This design comes from an exercise in tuning for small area, a short achievable clock period and few clock cycles per item on the open sky130 flow, not from production work.
Function not checked in this run: the RTL went through the layout flow alone.

<file path="design/flow/run.sh">
#!/bin/bash
# synth_recipe.tcl (not shown) runs the flow's synth.tcl, then flattens the netlist and writes it again
# the make line also repeats each setting of config.mk as NAME=value (left out here)
make -C /OpenROAD-flow-scripts/flow DESIGN_CONFIG=/design/flow/config.mk WORK_HOME=/design/flow/orfs CLKGATE_MAP_FILE= SYNTH_SCRIPT=/design/flow/synth_recipe.tcl finish
</file>
<file path="design/flow/config.mk">
export PLATFORM = sky130hd
export DESIGN_NAME = ntt_bfly
export DESIGN_NICKNAME = ntt_bfly
export VERILOG_FILES = /design/flow/design.v
export SDC_FILE = /design/flow/constraint.sdc
export NUM_CORES = 4
export LEC_CHECK = 0
export CAP_MARGIN = 20
export CORE_MARGIN = 2
export CORE_UTILIZATION = 40
export SLEW_MARGIN = 20
</file>
<file path="design/flow/constraint.sdc">
create_clock -name core_clock -period 42.0 [get_ports {clk}]
set_input_delay 8.4000 -clock core_clock [delete_from_list [all_inputs] [get_ports {clk}]]
set_output_delay 8.4000 -clock core_clock [all_outputs]
set_load 0.01 [all_outputs]
</file>
<file path="design/flow/design.v">
`timescale 1ns / 1ps
module ntt_bfly (
    input clk,
    input rst,
    input in_valid,
    input inv,
    input sub,
    input [16:0] a,
    input [16:0] b,
    input [16:0] tf,
    output out_valid,
    output [16:0] p
    );
    reg v0, v1;
    reg inv_q, sub_q;
    reg [16:0] a_q, b_q, tf_q, p_q;
    wire [16:0] p_d;
    always @(posedge clk) begin
        if (rst) begin
            v0 <= 1'b0;
            v1 <= 1'b0;
        end else begin
            v0 <= in_valid;
            v1 <= v0;
        end
        inv_q <= inv;
        sub_q <= sub;
        a_q <= a;
        b_q <= b;
        tf_q <= tf;
        p_q <= p_d;
    end
    wire m00 = ~inv_q & ~sub_q;
    wire m01 = ~inv_q & sub_q;
    wire m10 = inv_q & ~sub_q;
    wire m11 = inv_q & sub_q;
    wire [17:0] bt = b_q[16] ? 18'h3ffff : {2'b00, b_q[15:0]};
    wire [17:0] at = a_q[16] ? 18'h3ffff : {2'b00, a_q[15:0]};
    wire [17:0] bs = ~m01 ? bt : 18'd0;
    wire [17:0] as = ~m00 ? at : 18'd0;
    wire [17:0] y = bs + (as ^ {18{m11}}) + {17'd0, m11};
    wire tf16 = tf_q[16] & ~m10;
    wire [15:0] M = m10 ? 16'd32769 : (tf_q[15:0] | {15'd0, tf16});
    wire NG = m01 ^ tf16;
    wire [15:0] cl = ({16{m00}} & a_q[15:0]) | ({16{m01}} & b_q[15:0]);
    wire c16 = (m00 & a_q[16]) | (m01 & b_q[16]);
    wire [18:0] ye = {y, 1'b0};
    wire one0 = ye[1] ^ ye[0];
    wire two0 = (ye[2] & ~ye[1] & ~ye[0]) | (~ye[2] & ye[1] & ye[0]);
    wire neg0 = ye[2] ^ NG;
    wire one1 = ye[3] ^ ye[2];
    wire two1 = (ye[4] & ~ye[3] & ~ye[2]) | (~ye[4] & ye[3] & ye[2]);
    wire neg1 = ye[4] ^ NG;
    wire one2 = ye[5] ^ ye[4];
    wire two2 = (ye[6] & ~ye[5] & ~ye[4]) | (~ye[6] & ye[5] & ye[4]);
    wire neg2 = ye[6] ^ NG;
    wire one3 = ye[7] ^ ye[6];
    wire two3 = (ye[8] & ~ye[7] & ~ye[6]) | (~ye[8] & ye[7] & ye[6]);
    wire neg3 = ye[8] ^ NG;
    wire one4 = ye[9] ^ ye[8];
    wire two4 = (ye[10] & ~ye[9] & ~ye[8]) | (~ye[10] & ye[9] & ye[8]);
    wire neg4 = ye[10] ^ NG;
    wire one5 = ye[11] ^ ye[10];
    wire two5 = (ye[12] & ~ye[11] & ~ye[10]) | (~ye[12] & ye[11] & ye[10]);
    wire neg5 = ye[12] ^ NG;
    wire one6 = ye[13] ^ ye[12];
    wire two6 = (ye[14] & ~ye[13] & ~ye[12]) | (~ye[14] & ye[13] & ye[12]);
    wire neg6 = ye[14] ^ NG;
    wire one7 = ye[15] ^ ye[14];
    wire two7 = (ye[16] & ~ye[15] & ~ye[14]) | (~ye[16] & ye[15] & ye[14]);
    wire neg7 = ye[16] ^ NG;
    wire one8 = ye[17] ^ ye[16];
    wire two8 = (ye[18] & ~ye[17] & ~ye[16]) | (~ye[18] & ye[17] & ye[16]);
    wire neg8 = ye[18] ^ NG ^ 1'b1;
    wire pp1 = ((one0 & M[0]) | (two0 & ~M[15])) ^ neg0;
    wire pp2 = ((one0 & M[1]) | (two0 & M[0])) ^ neg0;
    wire pp3 = ((one0 & M[2]) | (two0 & M[1])) ^ neg0;
    wire pp4 = ((one0 & M[3]) | (two0 & M[2])) ^ neg0;
    wire pp5 = ((one0 & M[4]) | (two0 & M[3])) ^ neg0;
    wire pp6 = ((one0 & M[5]) | (two0 & M[4])) ^ neg0;
    wire pp7 = ((one0 & M[6]) | (two0 & M[5])) ^ neg0;
    wire pp8 = ((one0 & M[7]) | (two0 & M[6])) ^ neg0;
    wire pp9 = ((one0 & M[8]) | (two0 & M[7])) ^ neg0;
    wire pp10 = ((one0 & M[9]) | (two0 & M[8])) ^ neg0;
    wire pp11 = ((one0 & M[10]) | (two0 & M[9])) ^ neg0;
    wire pp12 = ((one0 & M[11]) | (two0 & M[10])) ^ neg0;
    wire pp13 = ((one0 & M[12]) | (two0 & M[11])) ^ neg0;
    wire pp14 = ((one0 & M[13]) | (two0 & M[12])) ^ neg0;
    wire pp15 = ((one0 & M[14]) | (two0 & M[13])) ^ neg0;
    wire pp16 = ((one0 & M[15]) | (two0 & M[14])) ^ neg0;
    wire pp17 = ~((one1 & M[14]) | (two1 & M[13])) ^ neg1;
    wire pp18 = ~((one1 & M[15]) | (two1 & M[14])) ^ neg1;
    wire pp19 = ((one1 & M[0]) | (two1 & ~M[15])) ^ neg1;
    wire pp20 = ((one1 & M[1]) | (two1 & M[0])) ^ neg1;
    wire pp21 = ((one1 & M[2]) | (two1 & M[1])) ^ neg1;
    wire pp22 = ((one1 & M[3]) | (two1 & M[2])) ^ neg1;
    wire pp23 = ((one1 & M[4]) | (two1 & M[3])) ^ neg1;
    wire pp24 = ((one1 & M[5]) | (two1 & M[4])) ^ neg1;
    wire pp25 = ((one1 & M[6]) | (two1 & M[5])) ^ neg1;
    wire pp26 = ((one1 & M[7]) | (two1 & M[6])) ^ neg1;
    wire pp27 = ((one1 & M[8]) | (two1 & M[7])) ^ neg1;
    wire pp28 = ((one1 & M[9]) | (two1 & M[8])) ^ neg1;
    wire pp29 = ((one1 & M[10]) | (two1 & M[9])) ^ neg1;
    wire pp30 = ((one1 & M[11]) | (two1 & M[10])) ^ neg1;
    wire pp31 = ((one1 & M[12]) | (two1 & M[11])) ^ neg1;
    wire pp32 = ((one1 & M[13]) | (two1 & M[12])) ^ neg1;
    wire pp33 = ~((one2 & M[12]) | (two2 & M[11])) ^ neg2;
    wire pp34 = ~((one2 & M[13]) | (two2 & M[12])) ^ neg2;
    wire pp35 = ~((one2 & M[14]) | (two2 & M[13])) ^ neg2;
    wire pp36 = ~((one2 & M[15]) | (two2 & M[14])) ^ neg2;
    wire pp37 = ((one2 & M[0]) | (two2 & ~M[15])) ^ neg2;
    wire pp38 = ((one2 & M[1]) | (two2 & M[0])) ^ neg2;
    wire pp39 = ((one2 & M[2]) | (two2 & M[1])) ^ neg2;
    wire pp40 = ((one2 & M[3]) | (two2 & M[2])) ^ neg2;
    wire pp41 = ((one2 & M[4]) | (two2 & M[3])) ^ neg2;
    wire pp42 = ((one2 & M[5]) | (two2 & M[4])) ^ neg2;
    wire pp43 = ((one2 & M[6]) | (two2 & M[5])) ^ neg2;
    wire pp44 = ((one2 & M[7]) | (two2 & M[6])) ^ neg2;
    wire pp45 = ((one2 & M[8]) | (two2 & M[7])) ^ neg2;
    wire pp46 = ((one2 & M[9]) | (two2 & M[8])) ^ neg2;
    wire pp47 = ((one2 & M[10]) | (two2 & M[9])) ^ neg2;
    wire pp48 = ((one2 & M[11]) | (two2 & M[10])) ^ neg2;
    wire pp49 = ~((one3 & M[10]) | (two3 & M[9])) ^ neg3;
    wire pp50 = ~((one3 & M[11]) | (two3 & M[10])) ^ neg3;
    wire pp51 = ~((one3 & M[12]) | (two3 & M[11])) ^ neg3;
    wire pp52 = ~((one3 & M[13]) | (two3 & M[12])) ^ neg3;
    wire pp53 = ~((one3 & M[14]) | (two3 & M[13])) ^ neg3;
    wire pp54 = ~((one3 & M[15]) | (two3 & M[14])) ^ neg3;
    wire pp55 = ((one3 & M[0]) | (two3 & ~M[15])) ^ neg3;
    wire pp56 = ((one3 & M[1]) | (two3 & M[0])) ^ neg3;
    wire pp57 = ((one3 & M[2]) | (two3 & M[1])) ^ neg3;
    wire pp58 = ((one3 & M[3]) | (two3 & M[2])) ^ neg3;
    wire pp59 = ((one3 & M[4]) | (two3 & M[3])) ^ neg3;
    wire pp60 = ((one3 & M[5]) | (two3 & M[4])) ^ neg3;
    wire pp61 = ((one3 & M[6]) | (two3 & M[5])) ^ neg3;
    wire pp62 = ((one3 & M[7]) | (two3 & M[6])) ^ neg3;
    wire pp63 = ((one3 & M[8]) | (two3 & M[7])) ^ neg3;
    wire pp64 = ((one3 & M[9]) | (two3 & M[8])) ^ neg3;
    wire pp65 = ~((one4 & M[8]) | (two4 & M[7])) ^ neg4;
    wire pp66 = ~((one4 & M[9]) | (two4 & M[8])) ^ neg4;
    wire pp67 = ~((one4 & M[10]) | (two4 & M[9])) ^ neg4;
    wire pp68 = ~((one4 & M[11]) | (two4 & M[10])) ^ neg4;
    wire pp69 = ~((one4 & M[12]) | (two4 & M[11])) ^ neg4;
    wire pp70 = ~((one4 & M[13]) | (two4 & M[12])) ^ neg4;
    wire pp71 = ~((one4 & M[14]) | (two4 & M[13])) ^ neg4;
    wire pp72 = ~((one4 & M[15]) | (two4 & M[14])) ^ neg4;
    wire pp73 = ((one4 & M[0]) | (two4 & ~M[15])) ^ neg4;
    wire pp74 = ((one4 & M[1]) | (two4 & M[0])) ^ neg4;
    wire pp75 = ((one4 & M[2]) | (two4 & M[1])) ^ neg4;
    wire pp76 = ((one4 & M[3]) | (two4 & M[2])) ^ neg4;
    wire pp77 = ((one4 & M[4]) | (two4 & M[3])) ^ neg4;
    wire pp78 = ((one4 & M[5]) | (two4 & M[4])) ^ neg4;
    wire pp79 = ((one4 & M[6]) | (two4 & M[5])) ^ neg4;
    wire pp80 = ((one4 & M[7]) | (two4 & M[6])) ^ neg4;
    wire pp81 = ~((one5 & M[6]) | (two5 & M[5])) ^ neg5;
    wire pp82 = ~((one5 & M[7]) | (two5 & M[6])) ^ neg5;
    wire pp83 = ~((one5 & M[8]) | (two5 & M[7])) ^ neg5;
    wire pp84 = ~((one5 & M[9]) | (two5 & M[8])) ^ neg5;
    wire pp85 = ~((one5 & M[10]) | (two5 & M[9])) ^ neg5;
    wire pp86 = ~((one5 & M[11]) | (two5 & M[10])) ^ neg5;
    wire pp87 = ~((one5 & M[12]) | (two5 & M[11])) ^ neg5;
    wire pp88 = ~((one5 & M[13]) | (two5 & M[12])) ^ neg5;
    wire pp89 = ~((one5 & M[14]) | (two5 & M[13])) ^ neg5;
    wire pp90 = ~((one5 & M[15]) | (two5 & M[14])) ^ neg5;
    wire pp91 = ((one5 & M[0]) | (two5 & ~M[15])) ^ neg5;
    wire pp92 = ((one5 & M[1]) | (two5 & M[0])) ^ neg5;
    wire pp93 = ((one5 & M[2]) | (two5 & M[1])) ^ neg5;
    wire pp94 = ((one5 & M[3]) | (two5 & M[2])) ^ neg5;
    wire pp95 = ((one5 & M[4]) | (two5 & M[3])) ^ neg5;
    wire pp96 = ((one5 & M[5]) | (two5 & M[4])) ^ neg5;
    wire pp97 = ~((one6 & M[4]) | (two6 & M[3])) ^ neg6;
    wire pp98 = ~((one6 & M[5]) | (two6 & M[4])) ^ neg6;
    wire pp99 = ~((one6 & M[6]) | (two6 & M[5])) ^ neg6;
    wire pp100 = ~((one6 & M[7]) | (two6 & M[6])) ^ neg6;
    wire pp101 = ~((one6 & M[8]) | (two6 & M[7])) ^ neg6;
    wire pp102 = ~((one6 & M[9]) | (two6 & M[8])) ^ neg6;
    wire pp103 = ~((one6 & M[10]) | (two6 & M[9])) ^ neg6;
    wire pp104 = ~((one6 & M[11]) | (two6 & M[10])) ^ neg6;
    wire pp105 = ~((one6 & M[12]) | (two6 & M[11])) ^ neg6;
    wire pp106 = ~((one6 & M[13]) | (two6 & M[12])) ^ neg6;
    wire pp107 = ~((one6 & M[14]) | (two6 & M[13])) ^ neg6;
    wire pp108 = ~((one6 & M[15]) | (two6 & M[14])) ^ neg6;
    wire pp109 = ((one6 & M[0]) | (two6 & ~M[15])) ^ neg6;
    wire pp110 = ((one6 & M[1]) | (two6 & M[0])) ^ neg6;
    wire pp111 = ((one6 & M[2]) | (two6 & M[1])) ^ neg6;
    wire pp112 = ((one6 & M[3]) | (two6 & M[2])) ^ neg6;
    wire pp113 = ~((one7 & M[2]) | (two7 & M[1])) ^ neg7;
    wire pp114 = ~((one7 & M[3]) | (two7 & M[2])) ^ neg7;
    wire pp115 = ~((one7 & M[4]) | (two7 & M[3])) ^ neg7;
    wire pp116 = ~((one7 & M[5]) | (two7 & M[4])) ^ neg7;
    wire pp117 = ~((one7 & M[6]) | (two7 & M[5])) ^ neg7;
    wire pp118 = ~((one7 & M[7]) | (two7 & M[6])) ^ neg7;
    wire pp119 = ~((one7 & M[8]) | (two7 & M[7])) ^ neg7;
    wire pp120 = ~((one7 & M[9]) | (two7 & M[8])) ^ neg7;
    wire pp121 = ~((one7 & M[10]) | (two7 & M[9])) ^ neg7;
    wire pp122 = ~((one7 & M[11]) | (two7 & M[10])) ^ neg7;
    wire pp123 = ~((one7 & M[12]) | (two7 & M[11])) ^ neg7;
    wire pp124 = ~((one7 & M[13]) | (two7 & M[12])) ^ neg7;
    wire pp125 = ~((one7 & M[14]) | (two7 & M[13])) ^ neg7;
    wire pp126 = ~((one7 & M[15]) | (two7 & M[14])) ^ neg7;
    wire pp127 = ((one7 & M[0]) | (two7 & ~M[15])) ^ neg7;
    wire pp128 = ((one7 & M[1]) | (two7 & M[0])) ^ neg7;
    wire pp129 = ((one8 & M[0]) | (two8 & ~M[15])) ^ neg8;
    wire pp130 = ((one8 & M[1]) | (two8 & M[0])) ^ neg8;
    wire pp131 = ((one8 & M[2]) | (two8 & M[1])) ^ neg8;
    wire pp132 = ((one8 & M[3]) | (two8 & M[2])) ^ neg8;
    wire pp133 = ((one8 & M[4]) | (two8 & M[3])) ^ neg8;
    wire pp134 = ((one8 & M[5]) | (two8 & M[4])) ^ neg8;
    wire pp135 = ((one8 & M[6]) | (two8 & M[5])) ^ neg8;
    wire pp136 = ((one8 & M[7]) | (two8 & M[6])) ^ neg8;
    wire pp137 = ((one8 & M[8]) | (two8 & M[7])) ^ neg8;
    wire pp138 = ((one8 & M[9]) | (two8 & M[8])) ^ neg8;
    wire pp139 = ((one8 & M[10]) | (two8 & M[9])) ^ neg8;
    wire pp140 = ((one8 & M[11]) | (two8 & M[10])) ^ neg8;
    wire pp141 = ((one8 & M[12]) | (two8 & M[11])) ^ neg8;
    wire pp142 = ((one8 & M[13]) | (two8 & M[12])) ^ neg8;
    wire pp143 = ((one8 & M[14]) | (two8 & M[13])) ^ neg8;
    wire pp144 = ((one8 & M[15]) | (two8 & M[14])) ^ neg8;
    wire s145 = (cl[0] | c16) ^ c16 ^ ~two0;
    wire c146 = ((cl[0] | c16) & c16) | ((cl[0] | c16) & ~two0) | (c16 & ~two0);
    wire s147 = 1'b1 ^ (cl[1] | c16) ^ (neg0 & ~two0);
    wire c148 = (1'b1 & (cl[1] | c16)) | (1'b1 & (neg0 & ~two0)) | ((cl[1] | c16) & (neg0 & ~two0));
    wire s149 = (cl[2] | c16) ^ (neg0 & two0) ^ ~two1;
    wire c150 = ((cl[2] | c16) & (neg0 & two0)) | ((cl[2] | c16) & ~two1) | ((neg0 & two0) & ~two1);
    wire s151 = 1'b1 ^ (cl[4] | c16) ^ (neg1 & two1);
    wire c152 = (1'b1 & (cl[4] | c16)) | (1'b1 & (neg1 & two1)) | ((cl[4] | c16) & (neg1 & two1));
    wire s153 = 1'b1 ^ (cl[6] | c16) ^ (neg2 & two2);
    wire c154 = (1'b1 & (cl[6] | c16)) | (1'b1 & (neg2 & two2)) | ((cl[6] | c16) & (neg2 & two2));
    wire s155 = 1'b1 ^ (cl[8] | c16) ^ (neg3 & two3);
    wire c156 = (1'b1 & (cl[8] | c16)) | (1'b1 & (neg3 & two3)) | ((cl[8] | c16) & (neg3 & two3));
    wire s157 = 1'b1 ^ (cl[10] | c16) ^ (neg4 & two4);
    wire c158 = (1'b1 & (cl[10] | c16)) | (1'b1 & (neg4 & two4)) | ((cl[10] | c16) & (neg4 & two4));
    wire s159 = 1'b1 ^ (cl[12] | c16) ^ (neg5 & two5);
    wire c160 = (1'b1 & (cl[12] | c16)) | (1'b1 & (neg5 & two5)) | ((cl[12] | c16) & (neg5 & two5));
    wire s161 = 1'b1 ^ (cl[14] | c16) ^ (neg6 & two6);
    wire c162 = (1'b1 & (cl[14] | c16)) | (1'b1 & (neg6 & two6)) | ((cl[14] | c16) & (neg6 & two6));
    wire s163 = (cl[3] | c16) ^ (neg1 & ~two1) ^ c150;
    wire c164 = ((cl[3] | c16) & (neg1 & ~two1)) | ((cl[3] | c16) & c150) | ((neg1 & ~two1) & c150);
    wire s165 = (cl[5] | c16) ^ (neg2 & ~two2) ^ c152;
    wire c166 = ((cl[5] | c16) & (neg2 & ~two2)) | ((cl[5] | c16) & c152) | ((neg2 & ~two2) & c152);
    wire s167 = (cl[7] | c16) ^ (neg3 & ~two3) ^ c154;
    wire c168 = ((cl[7] | c16) & (neg3 & ~two3)) | ((cl[7] | c16) & c154) | ((neg3 & ~two3) & c154);
    wire s169 = (cl[9] | c16) ^ (neg4 & ~two4) ^ c156;
    wire c170 = ((cl[9] | c16) & (neg4 & ~two4)) | ((cl[9] | c16) & c156) | ((neg4 & ~two4) & c156);
    wire s171 = (cl[11] | c16) ^ (neg5 & ~two5) ^ c158;
    wire c172 = ((cl[11] | c16) & (neg5 & ~two5)) | ((cl[11] | c16) & c158) | ((neg5 & ~two5) & c158);
    wire s173 = (cl[13] | c16) ^ (neg6 & ~two6) ^ c160;
    wire c174 = ((cl[13] | c16) & (neg6 & ~two6)) | ((cl[13] | c16) & c160) | ((neg6 & ~two6) & c160);
    wire s175 = (cl[15] | c16) ^ (neg7 & ~two7) ^ c162;
    wire c176 = ((cl[15] | c16) & (neg7 & ~two7)) | ((cl[15] | c16) & c162) | ((neg7 & ~two7) & c162);
    wire s177 = ~(neg7 & two7) ^ ~two8 ^ s145;
    wire c178 = (~(neg7 & two7) & ~two8) | (~(neg7 & two7) & s145) | (~two8 & s145);
    wire s179 = (neg8 & ~two8) ^ c146 ^ s147;
    wire c180 = ((neg8 & ~two8) & c146) | ((neg8 & ~two8) & s147) | (c146 & s147);
    wire s181 = (neg8 & two8) ^ c148 ^ s149;
    wire c182 = ((neg8 & two8) & c148) | ((neg8 & two8) & s149) | (c148 & s149);
    wire s183 = pp1 ^ pp17 ^ pp33;
    wire c184 = (pp1 & pp17) | (pp1 & pp33) | (pp17 & pp33);
    wire s185 = pp49 ^ pp65 ^ pp81;
    wire c186 = (pp49 & pp65) | (pp49 & pp81) | (pp65 & pp81);
    wire s187 = pp97 ^ pp113 ^ pp129;
    wire c188 = (pp97 & pp113) | (pp97 & pp129) | (pp113 & pp129);
    wire s189 = pp2 ^ pp18 ^ pp34;
    wire c190 = (pp2 & pp18) | (pp2 & pp34) | (pp18 & pp34);
    wire s191 = pp50 ^ pp66 ^ pp82;
    wire c192 = (pp50 & pp66) | (pp50 & pp82) | (pp66 & pp82);
    wire s193 = pp98 ^ pp114 ^ pp130;
    wire c194 = (pp98 & pp114) | (pp98 & pp130) | (pp114 & pp130);
    wire s195 = pp3 ^ pp19 ^ pp35;
    wire c196 = (pp3 & pp19) | (pp3 & pp35) | (pp19 & pp35);
    wire s197 = pp51 ^ pp67 ^ pp83;
    wire c198 = (pp51 & pp67) | (pp51 & pp83) | (pp67 & pp83);
    wire s199 = pp99 ^ pp115 ^ pp131;
    wire c200 = (pp99 & pp115) | (pp99 & pp131) | (pp115 & pp131);
    wire s201 = pp4 ^ pp20 ^ pp36;
    wire c202 = (pp4 & pp20) | (pp4 & pp36) | (pp20 & pp36);
    wire s203 = pp52 ^ pp68 ^ pp84;
    wire c204 = (pp52 & pp68) | (pp52 & pp84) | (pp68 & pp84);
    wire s205 = pp100 ^ pp116 ^ pp132;
    wire c206 = (pp100 & pp116) | (pp100 & pp132) | (pp116 & pp132);
    wire s207 = ~two2 ^ s151 ^ pp5;
    wire c208 = (~two2 & s151) | (~two2 & pp5) | (s151 & pp5);
    wire s209 = pp21 ^ pp37 ^ pp53;
    wire c210 = (pp21 & pp37) | (pp21 & pp53) | (pp37 & pp53);
    wire s211 = pp69 ^ pp85 ^ pp101;
    wire c212 = (pp69 & pp85) | (pp69 & pp101) | (pp85 & pp101);
    wire s213 = pp6 ^ pp22 ^ pp38;
    wire c214 = (pp6 & pp22) | (pp6 & pp38) | (pp22 & pp38);
    wire s215 = pp54 ^ pp70 ^ pp86;
    wire c216 = (pp54 & pp70) | (pp54 & pp86) | (pp70 & pp86);
    wire s217 = pp102 ^ pp118 ^ pp134;
    wire c218 = (pp102 & pp118) | (pp102 & pp134) | (pp118 & pp134);
    wire s219 = ~two3 ^ s153 ^ pp7;
    wire c220 = (~two3 & s153) | (~two3 & pp7) | (s153 & pp7);
    wire s221 = pp23 ^ pp39 ^ pp55;
    wire c222 = (pp23 & pp39) | (pp23 & pp55) | (pp39 & pp55);
    wire s223 = pp71 ^ pp87 ^ pp103;
    wire c224 = (pp71 & pp87) | (pp71 & pp103) | (pp87 & pp103);
    wire s225 = pp8 ^ pp24 ^ pp40;
    wire c226 = (pp8 & pp24) | (pp8 & pp40) | (pp24 & pp40);
    wire s227 = pp56 ^ pp72 ^ pp88;
    wire c228 = (pp56 & pp72) | (pp56 & pp88) | (pp72 & pp88);
    wire s229 = pp104 ^ pp120 ^ pp136;
    wire c230 = (pp104 & pp120) | (pp104 & pp136) | (pp120 & pp136);
    wire s231 = ~two4 ^ s155 ^ pp9;
    wire c232 = (~two4 & s155) | (~two4 & pp9) | (s155 & pp9);
    wire s233 = pp25 ^ pp41 ^ pp57;
    wire c234 = (pp25 & pp41) | (pp25 & pp57) | (pp41 & pp57);
    wire s235 = pp73 ^ pp89 ^ pp105;
    wire c236 = (pp73 & pp89) | (pp73 & pp105) | (pp89 & pp105);
    wire s237 = pp10 ^ pp26 ^ pp42;
    wire c238 = (pp10 & pp26) | (pp10 & pp42) | (pp26 & pp42);
    wire s239 = pp58 ^ pp74 ^ pp90;
    wire c240 = (pp58 & pp74) | (pp58 & pp90) | (pp74 & pp90);
    wire s241 = pp106 ^ pp122 ^ pp138;
    wire c242 = (pp106 & pp122) | (pp106 & pp138) | (pp122 & pp138);
    wire s243 = ~two5 ^ s157 ^ pp11;
    wire c244 = (~two5 & s157) | (~two5 & pp11) | (s157 & pp11);
    wire s245 = pp27 ^ pp43 ^ pp59;
    wire c246 = (pp27 & pp43) | (pp27 & pp59) | (pp43 & pp59);
    wire s247 = pp75 ^ pp91 ^ pp107;
    wire c248 = (pp75 & pp91) | (pp75 & pp107) | (pp91 & pp107);
    wire s249 = pp12 ^ pp28 ^ pp44;
    wire c250 = (pp12 & pp28) | (pp12 & pp44) | (pp28 & pp44);
    wire s251 = pp60 ^ pp76 ^ pp92;
    wire c252 = (pp60 & pp76) | (pp60 & pp92) | (pp76 & pp92);
    wire s253 = pp108 ^ pp124 ^ pp140;
    wire c254 = (pp108 & pp124) | (pp108 & pp140) | (pp124 & pp140);
    wire s255 = ~two6 ^ s159 ^ pp13;
    wire c256 = (~two6 & s159) | (~two6 & pp13) | (s159 & pp13);
    wire s257 = pp29 ^ pp45 ^ pp61;
    wire c258 = (pp29 & pp45) | (pp29 & pp61) | (pp45 & pp61);
    wire s259 = pp77 ^ pp93 ^ pp109;
    wire c260 = (pp77 & pp93) | (pp77 & pp109) | (pp93 & pp109);
    wire s261 = pp14 ^ pp30 ^ pp46;
    wire c262 = (pp14 & pp30) | (pp14 & pp46) | (pp30 & pp46);
    wire s263 = pp62 ^ pp78 ^ pp94;
    wire c264 = (pp62 & pp78) | (pp62 & pp94) | (pp78 & pp94);
    wire s265 = pp110 ^ pp126 ^ pp142;
    wire c266 = (pp110 & pp126) | (pp110 & pp142) | (pp126 & pp142);
    wire s267 = ~two7 ^ s161 ^ pp15;
    wire c268 = (~two7 & s161) | (~two7 & pp15) | (s161 & pp15);
    wire s269 = pp31 ^ pp47 ^ pp63;
    wire c270 = (pp31 & pp47) | (pp31 & pp63) | (pp47 & pp63);
    wire s271 = pp79 ^ pp95 ^ pp111;
    wire c272 = (pp79 & pp95) | (pp79 & pp111) | (pp95 & pp111);
    wire s273 = pp16 ^ pp32 ^ pp48;
    wire c274 = (pp16 & pp32) | (pp16 & pp48) | (pp32 & pp48);
    wire s275 = pp64 ^ pp80 ^ pp96;
    wire c276 = (pp64 & pp80) | (pp64 & pp96) | (pp80 & pp96);
    wire s277 = pp112 ^ pp128 ^ pp144;
    wire c278 = (pp112 & pp128) | (pp112 & pp144) | (pp128 & pp144);
    wire s279 = pp117 ^ pp133 ^ c164;
    wire c280 = (pp117 & pp133) | (pp117 & c164) | (pp133 & c164);
    wire s281 = pp119 ^ pp135 ^ c166;
    wire c282 = (pp119 & pp135) | (pp119 & c166) | (pp135 & c166);
    wire s283 = pp121 ^ pp137 ^ c168;
    wire c284 = (pp121 & pp137) | (pp121 & c168) | (pp137 & c168);
    wire s285 = pp123 ^ pp139 ^ c170;
    wire c286 = (pp123 & pp139) | (pp123 & c170) | (pp139 & c170);
    wire s287 = pp125 ^ pp141 ^ c172;
    wire c288 = (pp125 & pp141) | (pp125 & c172) | (pp141 & c172);
    wire s289 = pp127 ^ pp143 ^ c174;
    wire c290 = (pp127 & pp143) | (pp127 & c174) | (pp143 & c174);
    wire s291 = ~c176 ^ s177 ^ ~c274;
    wire c292 = (~c176 & s177) | (~c176 & ~c274) | (s177 & ~c274);
    wire s293 = c178 ^ s179 ^ c184;
    wire c294 = (c178 & s179) | (c178 & c184) | (s179 & c184);
    wire s295 = c180 ^ s181 ^ c190;
    wire c296 = (c180 & s181) | (c180 & c190) | (s181 & c190);
    wire s297 = s163 ^ c182 ^ c196;
    wire c298 = (s163 & c182) | (s163 & c196) | (c182 & c196);
    wire s299 = c202 ^ c204 ^ c206;
    wire c300 = (c202 & c204) | (c202 & c206) | (c204 & c206);
    wire s301 = s165 ^ c208 ^ c210;
    wire c302 = (s165 & c208) | (s165 & c210) | (c208 & c210);
    wire s303 = c214 ^ c216 ^ c218;
    wire c304 = (c214 & c216) | (c214 & c218) | (c216 & c218);
    wire s305 = s167 ^ c220 ^ c222;
    wire c306 = (s167 & c220) | (s167 & c222) | (c220 & c222);
    wire s307 = c226 ^ c228 ^ c230;
    wire c308 = (c226 & c228) | (c226 & c230) | (c228 & c230);
    wire s309 = s169 ^ c232 ^ c234;
    wire c310 = (s169 & c232) | (s169 & c234) | (c232 & c234);
    wire s311 = c238 ^ c240 ^ c242;
    wire c312 = (c238 & c240) | (c238 & c242) | (c240 & c242);
    wire s313 = s171 ^ c244 ^ c246;
    wire c314 = (s171 & c244) | (s171 & c246) | (c244 & c246);
    wire s315 = c250 ^ c252 ^ c254;
    wire c316 = (c250 & c252) | (c250 & c254) | (c252 & c254);
    wire s317 = s173 ^ c256 ^ c258;
    wire c318 = (s173 & c256) | (s173 & c258) | (c256 & c258);
    wire s319 = c262 ^ c264 ^ c266;
    wire c320 = (c262 & c264) | (c262 & c266) | (c264 & c266);
    wire s321 = s175 ^ c268 ^ c270;
    wire c322 = (s175 & c268) | (s175 & c270) | (c268 & c270);
    wire s323 = ~c276 ^ ~c278 ^ s183;
    wire c324 = (~c276 & ~c278) | (~c276 & s183) | (~c278 & s183);
    wire s325 = c186 ^ c188 ^ s189;
    wire c326 = (c186 & c188) | (c186 & s189) | (c188 & s189);
    wire s327 = c192 ^ c194 ^ s195;
    wire c328 = (c192 & c194) | (c192 & s195) | (c194 & s195);
    wire s329 = c198 ^ c200 ^ s201;
    wire c330 = (c198 & c200) | (c198 & s201) | (c200 & s201);
    wire s331 = s207 ^ s209 ^ s211;
    wire c332 = (s207 & s209) | (s207 & s211) | (s209 & s211);
    wire s333 = c212 ^ s213 ^ s215;
    wire c334 = (c212 & s213) | (c212 & s215) | (s213 & s215);
    wire s335 = s219 ^ s221 ^ s223;
    wire c336 = (s219 & s221) | (s219 & s223) | (s221 & s223);
    wire s337 = c224 ^ s225 ^ s227;
    wire c338 = (c224 & s225) | (c224 & s227) | (s225 & s227);
    wire s339 = s231 ^ s233 ^ s235;
    wire c340 = (s231 & s233) | (s231 & s235) | (s233 & s235);
    wire s341 = c236 ^ s237 ^ s239;
    wire c342 = (c236 & s237) | (c236 & s239) | (s237 & s239);
    wire s343 = s243 ^ s245 ^ s247;
    wire c344 = (s243 & s245) | (s243 & s247) | (s245 & s247);
    wire s345 = c248 ^ s249 ^ s251;
    wire c346 = (c248 & s249) | (c248 & s251) | (s249 & s251);
    wire s347 = s255 ^ s257 ^ s259;
    wire c348 = (s255 & s257) | (s255 & s259) | (s257 & s259);
    wire s349 = c260 ^ s261 ^ s263;
    wire c350 = (c260 & s261) | (c260 & s263) | (s261 & s263);
    wire s351 = s267 ^ s269 ^ s271;
    wire c352 = (s267 & s269) | (s267 & s271) | (s269 & s271);
    wire s353 = c272 ^ s273 ^ s275;
    wire c354 = (c272 & s273) | (c272 & s275) | (s273 & s275);
    wire s355 = s185 ^ s187 ^ ~c322;
    wire c356 = (s185 & s187) | (s185 & ~c322) | (s187 & ~c322);
    wire s357 = s191 ^ s193 ^ c292;
    wire c358 = (s191 & s193) | (s191 & c292) | (s193 & c292);
    wire s359 = s197 ^ s199 ^ c294;
    wire c360 = (s197 & s199) | (s197 & c294) | (s199 & c294);
    wire s361 = s203 ^ s205 ^ c296;
    wire c362 = (s203 & s205) | (s203 & c296) | (s205 & c296);
    wire s363 = s217 ^ c280 ^ c300;
    wire c364 = (s217 & c280) | (s217 & c300) | (c280 & c300);
    wire s365 = s229 ^ c282 ^ c304;
    wire c366 = (s229 & c282) | (s229 & c304) | (c282 & c304);
    wire s367 = s241 ^ c284 ^ c308;
    wire c368 = (s241 & c284) | (s241 & c308) | (c284 & c308);
    wire s369 = s253 ^ c286 ^ c312;
    wire c370 = (s253 & c286) | (s253 & c312) | (c286 & c312);
    wire s371 = s265 ^ c288 ^ c316;
    wire c372 = (s265 & c288) | (s265 & c316) | (c288 & c316);
    wire s373 = s277 ^ c290 ^ c320;
    wire c374 = (s277 & c290) | (s277 & c320) | (c290 & c320);
    wire s375 = s279 ^ c298 ^ s299;
    wire c376 = (s279 & c298) | (s279 & s299) | (c298 & s299);
    wire s377 = s281 ^ c302 ^ s303;
    wire c378 = (s281 & c302) | (s281 & s303) | (c302 & s303);
    wire s379 = s283 ^ c306 ^ s307;
    wire c380 = (s283 & c306) | (s283 & s307) | (c306 & s307);
    wire s381 = s285 ^ c310 ^ s311;
    wire c382 = (s285 & c310) | (s285 & s311) | (c310 & s311);
    wire s383 = s287 ^ c314 ^ s315;
    wire c384 = (s287 & c314) | (s287 & s315) | (c314 & s315);
    wire s385 = s289 ^ c318 ^ s319;
    wire c386 = (s289 & c318) | (s289 & s319) | (c318 & s319);
    wire s387 = s291 ^ ~c354 ^ s323;
    wire c388 = (s291 & ~c354) | (s291 & s323) | (~c354 & s323);
    wire s389 = s293 ^ c324 ^ s325;
    wire c390 = (s293 & c324) | (s293 & s325) | (c324 & s325);
    wire s391 = s295 ^ c326 ^ s327;
    wire c392 = (s295 & c326) | (s295 & s327) | (c326 & s327);
    wire s393 = s297 ^ c328 ^ s329;
    wire c394 = (s297 & c328) | (s297 & s329) | (c328 & s329);
    wire s395 = s301 ^ c332 ^ s333;
    wire c396 = (s301 & c332) | (s301 & s333) | (c332 & s333);
    wire s397 = s305 ^ c336 ^ s337;
    wire c398 = (s305 & c336) | (s305 & s337) | (c336 & s337);
    wire s399 = s309 ^ c340 ^ s341;
    wire c400 = (s309 & c340) | (s309 & s341) | (c340 & s341);
    wire s401 = s313 ^ c344 ^ s345;
    wire c402 = (s313 & c344) | (s313 & s345) | (c344 & s345);
    wire s403 = s317 ^ c348 ^ s349;
    wire c404 = (s317 & c348) | (s317 & s349) | (c348 & s349);
    wire s405 = s321 ^ c352 ^ s353;
    wire c406 = (s321 & c352) | (s321 & s353) | (c352 & s353);
    wire s407 = c330 ^ s331 ^ c362;
    wire c408 = (c330 & s331) | (c330 & c362) | (s331 & c362);
    wire s409 = c334 ^ s335 ^ c364;
    wire c410 = (c334 & s335) | (c334 & c364) | (s335 & c364);
    wire s411 = c338 ^ s339 ^ c366;
    wire c412 = (c338 & s339) | (c338 & c366) | (s339 & c366);
    wire s413 = c342 ^ s343 ^ c368;
    wire c414 = (c342 & s343) | (c342 & c368) | (s343 & c368);
    wire s415 = c346 ^ s347 ^ c370;
    wire c416 = (c346 & s347) | (c346 & c370) | (s347 & c370);
    wire s417 = c350 ^ s351 ^ c372;
    wire c418 = (c350 & s351) | (c350 & c372) | (s351 & c372);
    wire s419 = ~c374 ^ s355 ^ ~c406;
    wire c420 = (~c374 & s355) | (~c374 & ~c406) | (s355 & ~c406);
    wire s421 = c356 ^ s357 ^ c388;
    wire c422 = (c356 & s357) | (c356 & c388) | (s357 & c388);
    wire s423 = c358 ^ s359 ^ c390;
    wire c424 = (c358 & s359) | (c358 & c390) | (s359 & c390);
    wire s425 = c360 ^ s361 ^ c392;
    wire c426 = (c360 & s361) | (c360 & c392) | (s361 & c392);
    wire s427 = s363 ^ c376 ^ s395;
    wire c428 = (s363 & c376) | (s363 & s395) | (c376 & s395);
    wire s429 = s365 ^ c378 ^ s397;
    wire c430 = (s365 & c378) | (s365 & s397) | (c378 & s397);
    wire s431 = s367 ^ c380 ^ s399;
    wire c432 = (s367 & c380) | (s367 & s399) | (c380 & s399);
    wire s433 = s369 ^ c382 ^ s401;
    wire c434 = (s369 & c382) | (s369 & s401) | (c382 & s401);
    wire s435 = s371 ^ c384 ^ s403;
    wire c436 = (s371 & c384) | (s371 & s403) | (c384 & s403);
    wire s437 = s373 ^ c386 ^ s405;
    wire c438 = (s373 & c386) | (s373 & s405) | (c386 & s405);
    wire s439 = s375 ^ c394 ^ s407;
    wire c440 = (s375 & c394) | (s375 & s407) | (c394 & s407);
    wire s441 = s377 ^ c396 ^ s409;
    wire c442 = (s377 & c396) | (s377 & s409) | (c396 & s409);
    wire s443 = s379 ^ c398 ^ s411;
    wire c444 = (s379 & c398) | (s379 & s411) | (c398 & s411);
    wire s445 = s381 ^ c400 ^ s413;
    wire c446 = (s381 & c400) | (s381 & s413) | (c400 & s413);
    wire s447 = s383 ^ c402 ^ s415;
    wire c448 = (s383 & c402) | (s383 & s415) | (c402 & s415);
    wire s449 = s385 ^ c404 ^ s417;
    wire c450 = (s385 & c404) | (s385 & s417) | (c404 & s417);
    wire s451 = s387 ^ s419 ^ ~c438;
    wire c452 = (s387 & s419) | (s387 & ~c438) | (s419 & ~c438);
    wire s453 = s389 ^ c420 ^ s421;
    wire c454 = (s389 & c420) | (s389 & s421) | (c420 & s421);
    wire s455 = s391 ^ c422 ^ s423;
    wire c456 = (s391 & c422) | (s391 & s423) | (c422 & s423);
    wire s457 = s393 ^ c424 ^ s425;
    wire c458 = (s393 & c424) | (s393 & s425) | (c424 & s425);
    wire s459 = c408 ^ s427 ^ c440;
    wire c460 = (c408 & s427) | (c408 & c440) | (s427 & c440);
    wire s461 = c410 ^ s429 ^ c442;
    wire c462 = (c410 & s429) | (c410 & c442) | (s429 & c442);
    wire s463 = c412 ^ s431 ^ c444;
    wire c464 = (c412 & s431) | (c412 & c444) | (s431 & c444);
    wire s465 = c414 ^ s433 ^ c446;
    wire c466 = (c414 & s433) | (c414 & c446) | (s433 & c446);
    wire s467 = c416 ^ s435 ^ c448;
    wire c468 = (c416 & s435) | (c416 & c448) | (s435 & c448);
    wire s469 = c418 ^ s437 ^ c450;
    wire c470 = (c418 & s437) | (c418 & c450) | (s437 & c450);
    wire s471 = c426 ^ s439 ^ c458;
    wire c472 = (c426 & s439) | (c426 & c458) | (s439 & c458);
    wire s473 = c428 ^ s441 ^ c460;
    wire c474 = (c428 & s441) | (c428 & c460) | (s441 & c460);
    wire s475 = c430 ^ s443 ^ c462;
    wire c476 = (c430 & s443) | (c430 & c462) | (s443 & c462);
    wire s477 = c432 ^ s445 ^ c464;
    wire c478 = (c432 & s445) | (c432 & c464) | (s445 & c464);
    wire s479 = c434 ^ s447 ^ c466;
    wire c480 = (c434 & s447) | (c434 & c466) | (s447 & c466);
    wire s481 = c436 ^ s449 ^ c468;
    wire c482 = (c436 & s449) | (c436 & c468) | (s449 & c468);
    wire [15:0] S = {s469, s481, s467, s479, s465, s477, s463, s475, s461, s473, s459, s471, c456, c454, c452, s451};
    wire [15:0] C = {c482, 1'b0, c480, 1'b0, c478, 1'b0, c476, 1'b0, c474, 1'b0, c472, 1'b0, s457, s455, s453, ~c470};
    wire [16:0] u0 = {1'b0, S} + {1'b0, C};
    wire [16:0] u1 = {1'b0, S} + {1'b0, C} + 17'd1;
    assign p_d = u0[16] ? {1'b0, u0[15:0]} : u1;
    assign out_valid = v1;
    assign p = p_q;
endmodule
</file>
==> metrics.md <==
| Metric | Value |
|---|---|
| Outcome | no timing/DRC/antenna violations |
| Via-to-Cell Ratio | 5.92 |
| Post-synth EDFFs | 0 |
| Post-synthesis sequential area ratio | 0.109 |
| Hold EP | v1 |
| H-tree levels | 3 |
| Clock sink count | 72 |
| Gr ovfl total | 0 |
| IO Pins | 74 |
| Die H | 186 um |
| Yosys reg bits | 72 |
| Total track usage | 0.271 |
| Area grow syn2layout | 9.27% |
| Worst-Margin Slew | 1160 ps |
| Area of the multi-input gates | 0.0106 sq mm |
| Max incr delay on CP | 730 ps |
| Endpoints failing setup | 0 |
| Post-synthesis cell type count | 83 |
| Worst min path class | reg2reg |
| Met3 wire length | 4700 um |
| Total of max-cap violations | 0 |
| Layout net count | 1832 |
| Sequential cell area | 0.00144 sq mm |
| Pin count of the biggest net entering global routing | 50 |
| Pre-Repair DR Iteration Count | 9 |
| Startpoint Class | flop |
| Final std cells w/o fill | 2025 |
| Initial antenna violation count | 0 |
| Drt drc | 0 |
| Post-synth top area share | 0.246 |
| YS warnings | 1 |
| Hold depth | 1 |
| Clock latency at the later pin of the worst-skew pair | 350 ps |
| Clock Root Buffer | clkbuf_16 |
| Crit. End Element | flop |
| Die X | 186 um |
| Setup repair bufs after CTS | 0 |
| Starting Density | 0.406 |
| Final setup skew | 9.76 ps |
| DR iter-0 viols | 1407 |
| Final worst-path cycle share | 0.265 |
| Layout cells sized above 1 | 0.0613 |
| Worst Reg-to-Reg Cells | 34 |
| CP most frequent cell | fa_1 |
| Gate Count Post-Synth | 1604 |
| First-pass GRT wire length | 70000 um |
| N_diodes | 0 |
| Row Count | 66 |
| Clock transition at path regs | 60 ps |
| WS Path Type | reg2reg |
| Synth area leader | fa_1 |
| Placed Cells incl. Taps | 2010 |
| Total CTS buffers | 9 |
| Fin. max-slew vios | 0 |
| Crit-path slowest cell | nand2b_1 |
| Max Fclk | 89.7 MHz |
| Die area | 0.0344 sq mm |
| Critical path fanouts, max | 38 |
| # port buffers | 73 |
| WL per Instance | 22.3 um |
| Vias in the first global route | 11800 |
| Final hold viol count | 0 |
| Unrepaired setup endpoints after global routing | no |
| Reg2Reg Capture Point | p_q[15] |
| Core box area | 0.0325 sq mm |
| Mean Syn Cell Area | 8.22 sq um |
| Hpwl dp | 34100 um |
| WP data required | 42270 ps |
| Post-synth ARST share | 0 |
| Highest routed layer | met4 |
| Hold path startpoint | v0 |
| Ys flop type | dfxtp_1 |
| Clk buf depth | 2 |
| FILL cells | 3262 |
| Synth area leaders | fa_1, dfxtp_1, xnor2_1 |
| RR Startpoint | sub_q |
| DR vias | 12000 |
| Clock period minus worst slack | 11140 ps |
| Post-CTS Hold Buffers | 0 |
| WL met2 | 19100 um |
| Detail Route Antenna Nets | 0 |
| M1 wire length | 18900 um |
| GP Congestion | 0.945 |
| CTS tree | yes |
| Slew HR | 0.226 |
| Worst Path Arrival | 11420 ps |
| Routed WL | 45200 um |
| R2R setup slack | 30860 ps |
| Cts repair resizes | 0 |
| Synth Cell Area | 0.0132 sq mm |
| Setup TNS Final | 0 ps |
| Syn nets | 1857 |
worst max path at each step:
stage | startpoint | to | slack [ps] | cells after the start
global route | sub_q | p_q[15] | 30110 | 34
finish | sub_q | p_q[15] | 30860 | 34
detailed placement | sub_q | p_q[15] | 30880 | 31
floorplan | sub_q | p_q[9] | 32720 | 39
global placement | sub_q | p_q[15] | 31150 | 31
CTS | sub_q | p_q[15] | 30870 | 31
layout by cell type, fill, tap and decap left out, types with 5 or more instances in the layout:
master	netlist	layout
a22oi_1	58	58
xor2_1	46	46
o221ai_1	12	12
and3_1	5	5
a21o_1	6	6
clkdlybuf4s50_1	0	73
clkbuf_16	0	9
a21oi_1	110	110
a211oi_1	23	23
a211o_1	14	14
nor2b_1	9	9
a31oi_1	11	11
nand2b_1	19	19
and2_1	18	18
nor2_1	122	122
inv_1	164	164
fa_1	162	162
nand3_1	26	26
or3_1	6	5
or2_2	5	5
o211ai_1	11	11
a221oi_1	30	30
ha_1	35	35
nor3_1	49	49
buf_4	4	30
a222oi_1	5	5
xnor2_1	143	138
o22ai_1	49	49
dfxtp_1	72	72
nand2_1	77	77
xnor2_2	7	10
nand4_1	7	7
o21ai_0	75	75
synthesized netlist by cell type, drive strengths merged (3+ instances only):
cell type and number:
inv 164, fa 162, xnor2 151, nor2 125, a21oi 111, clkbuf 89
nand2 78, o21ai 78, dfxtp 72, a22oi 58, nor3 52, buf 50
o22ai 50, xor2 50, ha 35, a221oi 31, nand3 26, a211oi 24
and2 22, nand2b 19, a211o 14, a31oi 14, o211ai 12, o221ai 12
nor2b 9, or2 8, and3 7, nand4 7, a21o 6, or3 6
a222oi 5, mux2i 4, nand3b 4, nor4 4, a221o 3, a311oi 3
o21a 3, o21bai 3, o2bb2ai 3, or4 3
area by class of cell:
type | instances | share of cell area
sequential | 72 | 0.100
tap | 442 | 0.0384
multi-input combinational | 1229 | 0.734
timing repair buffer | 103 | 0.0664
clock inverter | 6 | 0.00313
inverter | 164 | 0.0427
clock buffer | 9 | 0.0156
per-layer routing:
layer / up-vias / track usage
met1: 5789 / 0.371
met3: 127 / 0.0577
met2: 651 / 0.409
met4: 0 / 0.123
met5: - / 0
li1: 5425 / -
worst max-delay path, delay by kind of cell, from the launching register on:
family	cells	cell delay, ps
buf+inv	5	780
xor+xnor	2	370
simple gates	11	4090
compound gates	8	1940
flops	1	300
fa+ha+maj	8	3570
kinds of logic after synthesis:
| family | share of synthesized area |
|---|---|
| AO/OA/AOI/OAI | 0.230 |
| XOR/XNOR | 0.143 |
| adder cells (fa/ha/maj) | 0.281 |
| buffers and inverters | 0.0946 |
| flip-flops | 0.109 |
| multiplexers | 0.00389 |
| AND/OR/NAND/NOR | 0.138 |
flip-flops by register name (all words and copies together) (netlist names):
name / flops
v0: 1
inv_q: 1
a_q: 17
sub_q: 1
p_q: 17
v1: 1
b_q: 17
tf_q: 17
stage by stage:
stage	hold slack (ps)	setup WS, ps	utilization	cell area (sq um)
after floorplan	414	32720	-	13200
after global placement	447	31150	0.435	14100
after detailed placement	459	30880	0.435	14100
after CTS	467	30870	0.443	14400
after global routing	479	30110	0.444	14400
final	457	30860	0.444	14400

-- afterwards: timing with drivers on the ports --
Ports are ideal in the flow. The routed layout listed here was re-timed in OpenROAD.
Step 1, drivers: a clkbuf_16 drives clk and a buf_2 each remaining input, both assumed.
Step 2, shift: input delay + t, output delay - t, t = (earliest + latest rising clock arrival at the registers) / 2. This alone moves slack from input paths to output paths.
a / b / c = no drivers / after step 1 / after step 2; a / b = the first two.
shift t [ns]: 0.398
setup WS [ns]: 30.857 / 30.857 / 30.857
worst data-port slew with drivers (ns): 0.04
cell pins on the clock port's net: 1
After both steps this run still meets setup and hold. The setup slack of this run moves by 0.000 ns with the drivers and by 0.000 ns with both steps.
